Context: an optimization exercise on an open-source flow, tuned for small area. The choices shown serve that exercise and are no tape-out recipe. RTL that was checked went through simulation tests only; none was proved equivalent to the original. No driver is modelled on the clock port, so clock power and skew are understated where the tree is cut down; a real chip needs a root buffer or a tree. No activity file was given, so power comes from the tool's default toggle rates.

==> v18 <==
==> flow/design.v <==
`timescale 1ns/1ps
`default_nettype none
module basys3_uart_alu (
  input  wire clk100mhz,
  input  wire btn_reset,    
  input  wire uart_rxd,
  output wire uart_txd
);
  wire clk = clk100mhz;
  wire rx  = uart_rxd;
  localparam [2:0] P_HDR = 3'd0, P_OP = 3'd1, P_A = 3'd2, P_B = 3'd3,
                   P_T0  = 3'd4, P_T1 = 3'd5, P_T2 = 3'd6;
  reg [2:0] ph;
  reg       busy;       
  reg [3:0] bc;         
  reg [9:0] t;          
  reg [7:0] A;          
  reg [5:0] op;
  reg       m;          
  reg       c;          
  reg       v;          
  wire tick  = &t;
  wire last  = (bc == 4'd9);
  wire data  = (bc != 4'd0) && !last;
  wire txph  = ph[2];
  always @(posedge clk) begin
    if (!busy)     t <= 10'd592;            
    else if (tick) t <= 10'd160;            
    else           t <= t + 10'd1;
  end
  always @(posedge clk or posedge btn_reset) begin
    if (btn_reset) begin
      ph   <= P_HDR;
      busy <= 1'b0;
      bc   <= 4'd0;
    end else begin
      if (!busy) begin
        if (!rx) busy <= 1'b1;
      end else if (tick) begin
        if (last) begin
          bc <= 4'd0;
          case (ph)
            P_T0: ph <= P_T1;
            P_T1: ph <= P_T2;
            P_T2: begin ph <= P_HDR; busy <= 1'b0; end
            default: begin
              busy <= 1'b0;
              if (rx) begin
                if (m)              ph <= P_OP;
                else if (ph == P_OP) ph <= P_A;
                else if (ph == P_A)  ph <= P_B;
                else if (ph == P_B) begin ph <= P_T0; busy <= 1'b1; end
              end
            end
          endcase
        end else begin
          bc <= bc + 4'd1;
        end
      end
    end
  end
  wire hi   = op[5] & ~op[4] & ~op[3];
  wire is_add = hi & ~op[2] & ~op[1] & ~op[0];
  wire is_sub = hi & ~op[2] &  op[1] & ~op[0];
  wire is_log = hi &  op[2];
  wire is_sh  = ~op[5] & ~op[4] & ~op[3] & ~op[2] & op[1];
  wire is_sra = is_sh & op[0];
  wire arith  = is_add | is_sub;
  wire a0 = A[0];
  wire bb = rx ^ is_sub;
  wire sum  = a0 ^ bb ^ c;
  wire cout = arith & ((a0 & bb) | (a0 & c) | (bb & c));
  reg  r;
  always @* begin
    r = 1'b0;
    if (arith) r = sum;
    else if (is_log) begin
      case (op[1:0])
        2'b00: r = a0 & rx;
        2'b01: r = a0 | rx;
        2'b10: r = a0 ^ rx;
        2'b11: r = ~(a0 | rx);
      endcase
    end
  end
  wire sh_win = (bc == 4'd1) ? tick :
                (bc == 4'd2) ? &t[9:1] :
                (bc == 4'd3) ? &t[9:2] : 1'b0;
  always @(posedge clk) begin
    if (!busy) begin
      m <= 1'b1;
      c <= is_sub;
    end
    if (busy && tick && data) begin
      m <= m & (rx ^ bc[0]);
      case (ph)
        P_OP: if (bc <= 4'd6) op <= {rx, op[5:1]};
        P_A:  A <= {rx, A[7:1]};
        P_B:  if (!is_sh) begin
                A <= {r, A[7:1]};
                c <= cout;
                if (bc == 4'd8) v <= c ^ cout;
              end
        P_T1: A <= {A[0], A[7:1]};
        default: ;
      endcase
    end
    if (busy && ph == P_B) begin
      if (is_sh && sh_win && rx) A <= {is_sra & A[7], A[7:1]};
      if (is_sh && tick && bc == 4'd8) v <= 1'b0;
    end
  end
  reg tbit;
  always @* begin
    case (ph)
      P_T0: tbit = bc[0];
      P_T1: tbit = A[0];
      default: case (bc)            
        4'd1: tbit = ~|A;
        4'd2: tbit = A[7];
        4'd3: tbit = c;
        4'd4: tbit = v;
        default: tbit = 1'b0;
      endcase
    endcase
  end
  assign uart_txd = !(busy && txph) ? 1'b1 :
                    (bc == 4'd0)    ? 1'b0 :
                    last            ? 1'b1 : tbit;
endmodule
`default_nettype wire
==> flow/run.sh <==
#!/bin/bash
# synth_recipe.tcl (not shown) runs the flow's synth.tcl, then flattens the netlist and writes it again
# the make line also repeats each setting of config.mk as NAME=value (left out here)
make -C /OpenROAD-flow-scripts/flow DESIGN_CONFIG=/design/flow/config.mk WORK_HOME=/design/flow/orfs CLKGATE_MAP_FILE= SYNTH_SCRIPT=/design/flow/synth_recipe.tcl finish
==> flow/config.mk <==
export PLATFORM = sky130hd
export DESIGN_NAME = basys3_uart_alu
export DESIGN_NICKNAME = basys3_uart_alu
export VERILOG_FILES = /design/flow/design.v
export SDC_FILE = /design/flow/constraint.sdc
export NUM_CORES = 4
export LEC_CHECK = 0
export CAP_MARGIN = 20
export CORE_MARGIN = 2
export CORE_UTILIZATION = 40
export SLEW_MARGIN = 20
==> flow/constraint.sdc <==
create_clock -name core_clock -period 10.0 [get_ports {clk100mhz}]
set_input_delay 2.0000 -clock core_clock [delete_from_list [all_inputs] [get_ports {clk100mhz}]]
set_output_delay 2.0000 -clock core_clock [all_outputs]
set_load 0.01 [all_outputs]
==> v4 (differences from v18) <==
==> flow/design.v, changed modules only <==
module basys3_uart_alu (
  input  wire clk100mhz,
  input  wire btn_reset,    
  input  wire uart_rxd,
  output wire uart_txd
);
  wire clk = clk100mhz;
  wire rx  = uart_rxd;
  localparam [2:0] P_HDR = 3'd0, P_OP = 3'd1, P_A = 3'd2, P_B = 3'd3,
                   P_T0  = 3'd4, P_T1 = 3'd5, P_T2 = 3'd6;
  reg [2:0] ph;
  reg       busy;       
  reg [3:0] bc;         
  reg [9:0] t;          
  reg [7:0] A;          
  reg [5:0] op;
  reg       m;          
  reg       c;          
  reg       v;          
  wire hit  = (t[8:0] == 9'h161);
  wire tick = busy & hit;
  always @(posedge clk)
    t <= {t[8:0], busy & (~(t[9] ^ t[6]) ^ hit)};
  wire w4 = (t[9:2] == 8'b10011011);
  wire w2 = w4 & t[1];
  wire last = bc[3] & bc[0];               
  wire data = (bc != 4'd0) && !last;
  wire txph = ph[2];
  always @(posedge clk or posedge btn_reset) begin
    if (btn_reset) begin
      ph   <= P_HDR;
      busy <= 1'b0;
    end else begin
      if (!busy) begin
        if (!rx) busy <= 1'b1;
      end else if (tick) begin
        if (ph == P_T2) begin
          if (bc == 4'd8) begin ph <= P_HDR; busy <= 1'b0; end   
        end else if (last) begin
          case (ph)
            P_T0: ph <= P_T1;
            P_T1: ph <= P_T2;
            default: begin
              busy <= 1'b0;
              if (rx) begin
                if (m)               ph <= P_OP;
                else if (ph == P_OP) ph <= P_A;
                else if (ph == P_A)  ph <= P_B;
                else if (ph == P_B) begin ph <= P_T0; busy <= 1'b1; end
              end
            end
          endcase
        end
      end
    end
  end
  always @(posedge clk) begin
    if (!busy || (tick && last)) bc <= 4'd0;
    else if (tick)               bc <= bc + 4'd1;
  end
  wire hi     = op[5] & ~op[4] & ~op[3];
  wire is_add = hi & ~op[2] & ~op[1] & ~op[0];
  wire is_sub = hi & ~op[2] &  op[1] & ~op[0];
  wire is_log = hi &  op[2];
  wire is_sh  = ~op[5] & ~op[4] & ~op[3] & ~op[2] & op[1];
  wire is_sra = is_sh & op[0];
  wire arith  = is_add | is_sub;
  wire a0   = A[0];
  wire bb   = rx ^ is_sub;
  wire sum  = a0 ^ bb ^ c;
  wire cout = arith & ((a0 & bb) | (a0 & c) | (bb & c));
  reg  r;
  always @* begin
    r = 1'b0;
    if (arith) r = sum;
    else if (is_log) begin
      case (op[1:0])
        2'b00: r = a0 & rx;
        2'b01: r = a0 | rx;
        2'b10: r = a0 ^ rx;
        2'b11: r = ~(a0 | rx);
      endcase
    end
  end
  wire sh_win = (bc == 4'd1) ? tick :
                (bc == 4'd2) ? w2 :
                (bc == 4'd3) ? w4 : 1'b0;
  always @(posedge clk) begin
    if (!busy) begin
      m <= 1'b1;
      c <= is_sub;
    end
    if (tick && data) begin
      m <= m & (rx ^ bc[0]);
      case (ph)
        P_OP: if (bc <= 4'd6) op <= {rx, op[5:1]};
        P_A:  A <= {rx, A[7:1]};
        P_B: begin
          if (!is_sh) A <= {r, A[7:1]};
          c <= cout;
          if (bc == 4'd8) v <= c ^ cout;
        end
        P_T1: A <= {A[0], A[7:1]};
        default: ;
      endcase
    end
    if (busy && ph == P_B && is_sh && sh_win && rx) A <= {is_sra & A[7], A[7:1]};
  end
  reg tbit;
  always @* begin
    case (ph)
      P_T0: tbit = bc[0];
      P_T1: tbit = A[0];
      default: case (bc)            
        4'd1: tbit = ~|A;
        4'd2: tbit = A[7];
        4'd3: tbit = c;
        4'd4: tbit = v;
        default: tbit = 1'b0;
      endcase
    endcase
  end
  assign uart_txd = !(busy && txph) ? 1'b1 :
                    (bc == 4'd0)    ? 1'b0 :
                    last            ? 1'b1 : tbit;
endmodule
==> flow/flow/run.sh (new file) <==
#!/bin/bash
# Own layout flow: the standard layout (standard.sh) with
#  - our synthesis script (synth.tcl: no extract_fa, area-oriented ABC),
#  - buf_1 cells as the port buffers,
#  - a clock tree of one buffer (one_buf.tcl, run in place of TritonCTS).
# Make's full output goes to make.log; each step's log is under orfs/logs.
set -euo pipefail
W=$(pwd)
F=$W/flow
CLOCK_BUF=$(cat $F/clock_buf.txt)
sed -e "s#SYNTH_SCRIPT=[^ ]*#SYNTH_SCRIPT=$F/synth.tcl BUFFER_PORTS_ARGS=-buffer_cell\\\\ sky130_fd_sc_hd__buf_1 PRE_CTS_TCL=$F/one_buf.tcl OWN_CLOCK_PORT=clk100mhz OWN_CLOCK_BUF=$CLOCK_BUF#" standard.sh > own_standard.sh
bash own_standard.sh > make.log 2>&1 || { tail -50 make.log; exit 1; }
tail -5 make.log
==> flow/flow/abc1.script (new file) <==
strash
dc2
dch -f
map -a
strash
dch -f
map -a
==> flow/flow/abc2.script (new file) <==
strash
dc2
dch -f
map -a
==> flow/flow/abc3.script (new file) <==
strash
dc2
dch -f
map -a
strash
dc2
dch -f
map -a
strash
dch -f
map -a
==> flow/flow/abc4.script (new file) <==
strash
&get -n
&dch -f
&nf -R 1000
&put
==> flow/flow/abc5.script (new file) <==
strash
dch
map -a
==> flow/flow/abc6.script (new file) <==
strash
dc2
dch -f
map -a
strash
balance -l
rewrite -l
refactor -l
balance -l
rewrite -l
rewrite -z -l
balance -l
refactor -z -l
rewrite -z -l
balance -l
dch -f
map -a
==> flow/flow/clock_buf.txt (new file) <==
sky130_fd_sc_hd__clkbuf_16
==> flow/flow/one_buf.tcl (new file) <==
# Clock tree of one buffer: the clock port drives a single clock buffer placed
# at the centre of the flip-flops, which drives every flip-flop clock pin.
proc clock_tree_synthesis {args} {
  set block [ord::get_db_block]
  set n 0; set sx 0; set sy 0
  foreach inst [$block getInsts] {
    if {[[$inst getMaster] isSequential]} {
      set loc [$inst getLocation]
      set sx [expr {$sx + [lindex $loc 0]}]
      set sy [expr {$sy + [lindex $loc 1]}]
      incr n
    }
  }
  set dbu [$block getDbUnitsPerMicron]
  set x [expr {double($sx) / $n / $dbu}]
  set y [expr {double($sy) / $n / $dbu}]
  set clk_net [[[$block findBTerm $::env(OWN_CLOCK_PORT)] getNet] getName]
  puts "own flow: one $::env(OWN_CLOCK_BUF) for $n flip-flops at $x $y on $clk_net"
  insert_buffer -buffer_cell $::env(OWN_CLOCK_BUF) -net $clk_net -buffer_name clkbuf_root \
    -net_name clknet_root -location [list $x $y]
  set_propagated_clock [all_clocks]
}
==> flow/flow/synth.tcl (new file) <==
# The standard flow's synthesis script (synth_recipe.tcl in the work folder), with two changes
# to the combinational logic only; flip-flops are mapped before either applies:
#  - no extract_fa: half and full adders are left to ABC instead of fixed cells;
#  - ABC runs a generic pass first, then each area script abc*.script beside this
#    file, and the smallest mapped result is kept.
set ::own_dir [file dirname [file normalize [info script]]]
proc extract_fa {args} { puts "own flow: extract_fa skipped" }
proc abc {args} {
  set si [lsearch -exact $args -script]
  set lib [lindex $args [expr {[lsearch -exact $args -liberty] + 1}]]
  set stat $::env(LOG_DIR)/own_abc_stat.txt
  yosys design -save own_pre
  set best -1
  foreach k [lsort [glob $::own_dir/abc*.script]] {
    yosys design -load own_pre
    yosys abc -fast
    yosys abc {*}[lreplace $args $si [expr {$si + 1}] -script $k]
    yosys tee -q -o $stat stat -liberty $lib
    set fh [open $stat r]; set txt [read $fh]; close $fh
    regexp {Chip area for module[^:]*:\s*([0-9.]+)} $txt -> area
    puts "own flow: $k area $area"
    if {$best < 0 || $area < $best} {
      set best $area
      yosys design -save own_best
    }
  }
  yosys design -load own_best
  puts "own flow: kept area $best"
}
source [file join [file dirname $::own_dir] synth_recipe.tcl]
==> flow/standard.sh (new file) <==
#!/bin/bash
# synth_recipe.tcl (not shown) runs the flow's synth.tcl, then flattens the netlist and writes it again
# the make line also repeats each setting of config.mk as NAME=value (left out here)
make -C /OpenROAD-flow-scripts/flow DESIGN_CONFIG=/design/flow/config.mk WORK_HOME=/design/flow/orfs CLKGATE_MAP_FILE= SYNTH_SCRIPT=/design/flow/synth_recipe.tcl "${@:-finish}"
removed: flow/run.sh
==> v8 (differences from v18) <==
==> flow/design.v, changed modules only <==
module basys3_uart_alu (
  input  wire clk100mhz,
  input  wire btn_reset,    
  input  wire uart_rxd,
  output wire uart_txd
);
  wire clk = clk100mhz;
  wire rx  = uart_rxd;
  localparam [2:0] P_HDR = 3'd0, P_OP = 3'd1, P_A = 3'd2, P_B = 3'd3,
                   P_T0  = 3'd4, P_T1 = 3'd5, P_T2 = 3'd6;
  reg [2:0] ph;
  reg       busy;       
  reg [3:0] bc;         
  reg [9:0] t;          
  reg [7:0] A;          
  reg [5:0] op;
  reg       m;          
  reg       c;          
  reg       v;          
  wire hit  = (t[8:0] == 9'h161);
  wire tick = busy & hit;
  always @(posedge clk)
    t <= {t[8:0], busy & (~(t[9] ^ t[6]) ^ hit)};
  wire w4 = (t[9:2] == 8'b10011011);
  wire w2 = w4 & t[1];
  wire last = bc[3] & bc[0];               
  wire data = (bc != 4'd0) && !last;
  wire txph = ph[2];
  always @(posedge clk or posedge btn_reset) begin
    if (btn_reset) begin
      ph   <= P_HDR;
      busy <= 1'b0;
    end else begin
      if (!busy) begin
        if (!rx) busy <= 1'b1;
      end else if (tick) begin
        if (ph == P_T2) begin
          if (bc == 4'd8) begin ph <= P_HDR; busy <= 1'b0; end   
        end else if (last) begin
          case (ph)
            P_T0: ph <= P_T1;
            P_T1: ph <= P_T2;
            default: begin
              busy <= 1'b0;
              if (rx) begin
                if (m)               ph <= P_OP;
                else if (ph == P_OP) ph <= P_A;
                else if (ph == P_A)  ph <= P_B;
                else if (ph == P_B) begin ph <= P_T0; busy <= 1'b1; end
              end
            end
          endcase
        end
      end
    end
  end
  always @(posedge clk) begin
    if (!busy || (tick && last)) bc <= 4'd0;
    else if (tick)               bc <= bc + 4'd1;
  end
  wire hi     = op[5] & ~op[4] & ~op[3];
  wire is_add = hi & ~op[2] & ~op[1] & ~op[0];
  wire is_sub = hi & ~op[2] &  op[1] & ~op[0];
  wire is_log = hi &  op[2];
  wire is_sh  = ~op[5] & ~op[4] & ~op[3] & ~op[2] & op[1];
  wire is_sra = is_sh & op[0];
  wire arith  = is_add | is_sub;
  wire a0   = A[0];
  wire bb   = rx ^ is_sub;
  wire sum  = a0 ^ bb ^ c;
  wire cout = arith & ((a0 & bb) | (a0 & c) | (bb & c));
  reg  r;
  always @* begin
    r = 1'b0;
    if (arith) r = sum;
    else if (is_log) begin
      case (op[1:0])
        2'b00: r = a0 & rx;
        2'b01: r = a0 | rx;
        2'b10: r = a0 ^ rx;
        2'b11: r = ~(a0 | rx);
      endcase
    end
  end
  wire sh_win = (bc == 4'd1) ? tick :
                (bc == 4'd2) ? w2 :
                (bc == 4'd3) ? w4 : 1'b0;
  always @(posedge clk) begin
    if (!busy) begin
      m <= 1'b1;
      c <= is_sub;
    end
    if (tick && data) begin
      m <= m & (rx ^ bc[0]);
      case (ph)
        P_OP: if (bc <= 4'd6) op <= {rx, op[5:1]};
        P_A:  A <= {rx, A[7:1]};
        P_B: begin
          if (!is_sh) A <= {r, A[7:1]};
          c <= cout;
          if (bc == 4'd8) v <= c ^ cout;
        end
        P_T1: A <= {A[0], A[7:1]};
        default: ;
      endcase
    end
    if (busy && ph == P_B && is_sh && sh_win && rx) A <= {is_sra & A[7], A[7:1]};
  end
  reg tbit;
  always @* begin
    case (ph)
      P_T0: tbit = bc[0];
      P_T1: tbit = A[0];
      default: case (bc)            
        4'd1: tbit = ~|A;
        4'd2: tbit = A[7];
        4'd3: tbit = c;
        4'd4: tbit = v;
        default: tbit = 1'b0;
      endcase
    endcase
  end
  assign uart_txd = !(busy && txph) ? 1'b1 :
                    (bc == 4'd0)    ? 1'b0 :
                    last            ? 1'b1 : tbit;
endmodule
==> run notes <==
Switching share of total power: v18 0.2769; v8 0.2202; v4 0.1709
CP Max Fanout: v18 10; v8 10; v4 6
Tap cell count: v18 67; v8 52; v4 48
Simple-gate portion of the synthesized area: v18 0.2581; v8 0.1917; v4 0.1825
Floorplan die height: v18 74.75 µm; v8 70.13 µm; v4 65.55 µm
Weighted congestion at the end of routability-driven global placement: v18 0.8345; v8 0.8708; v4 0.9112
Clk cell area share: v18 0.03775; v8 0.05806; v4 -
Synth Area in Compound Gates: v18 0.1431; v8 0.1574; v4 0.1585
Later-pin clock latency in the skew report: v18 0.29 ns; v8 0.28 ns; v4 0.18 ns
Post-synth top area cell: v18 sky130_fd_sc_hd__dfxtp_1; v8 sky130_fd_sc_hd__edfxtp_1; v4 sky130_fd_sc_hd__edfxtp_1
FF-to-FF setup slack: v18 7.37 ns; v8 7.35 ns; v4 6.98 ns
Total Routing Usage GR: v18 0.1625; v8 0.1638; v4 0.1486
Core outline area: v18 0.004786 mm²; v8 0.004294 mm²; v4 0.003661 mm²
Result of the run: v18 finished clean; v8 finished clean; v4 finished clean
Fraction of power consumed by sequential logic: v18 0.561; v8 0.541; v4 0.732
Total via count after detailed routing: v18 1487; v8 1275; v4 1177
Main flop type after synthesis: v18 sky130_fd_sc_hd__dfxtp_1; v8 sky130_fd_sc_hd__edfxtp_1; v4 sky130_fd_sc_hd__edfxtp_1
Non-clock buffering overhead in the final layout: v18 0.01394; v8 0.01566; v4 -
Async set-or-reset flop fraction in the synthesized netlist: v18 0.2286; v8 0.1143; v4 0.1143
GRT Max-Usage Layer: v18 met1; v8 met1; v4 met2
For v18, only the layout was checked, not whether the RTL still works. The clock cells of v4 come from the design's own scripts or RTL, not from TritonCTS.

static timing again, ports no longer ideal:
How much do the figures lean on ideal ports? The routed layouts below were timed once more, with nothing changed but the port constraints. Step 1 assumes that a clkbuf_16 drives the clock port and a buf_2 every other input. Step 2 also shifts input and output timing later by t, the mid clock arrival at the registers, as if the neighbouring blocks saw the same clock. a / b / c = ideal / step 1 / step 2; a / b = the first two.
| run | t, ns | setup WS [ns] | worst slew at a driven data input, ns |
|---|---|---|---|
| v18 | 0.309 | 5.722 / 5.696 / 5.901 | 0.03 |
| v4 | 0.203 | 6.037 / 6.009 / 5.920 | 0.03 |
| v8 | 0.311 | 5.414 / 5.386 / 5.697 | 0.03 |
After both steps every run listed still meets setup and hold. The setup slack of v4, which loses most, moves by -0.028 ns with the drivers and by -0.117 ns with both steps.
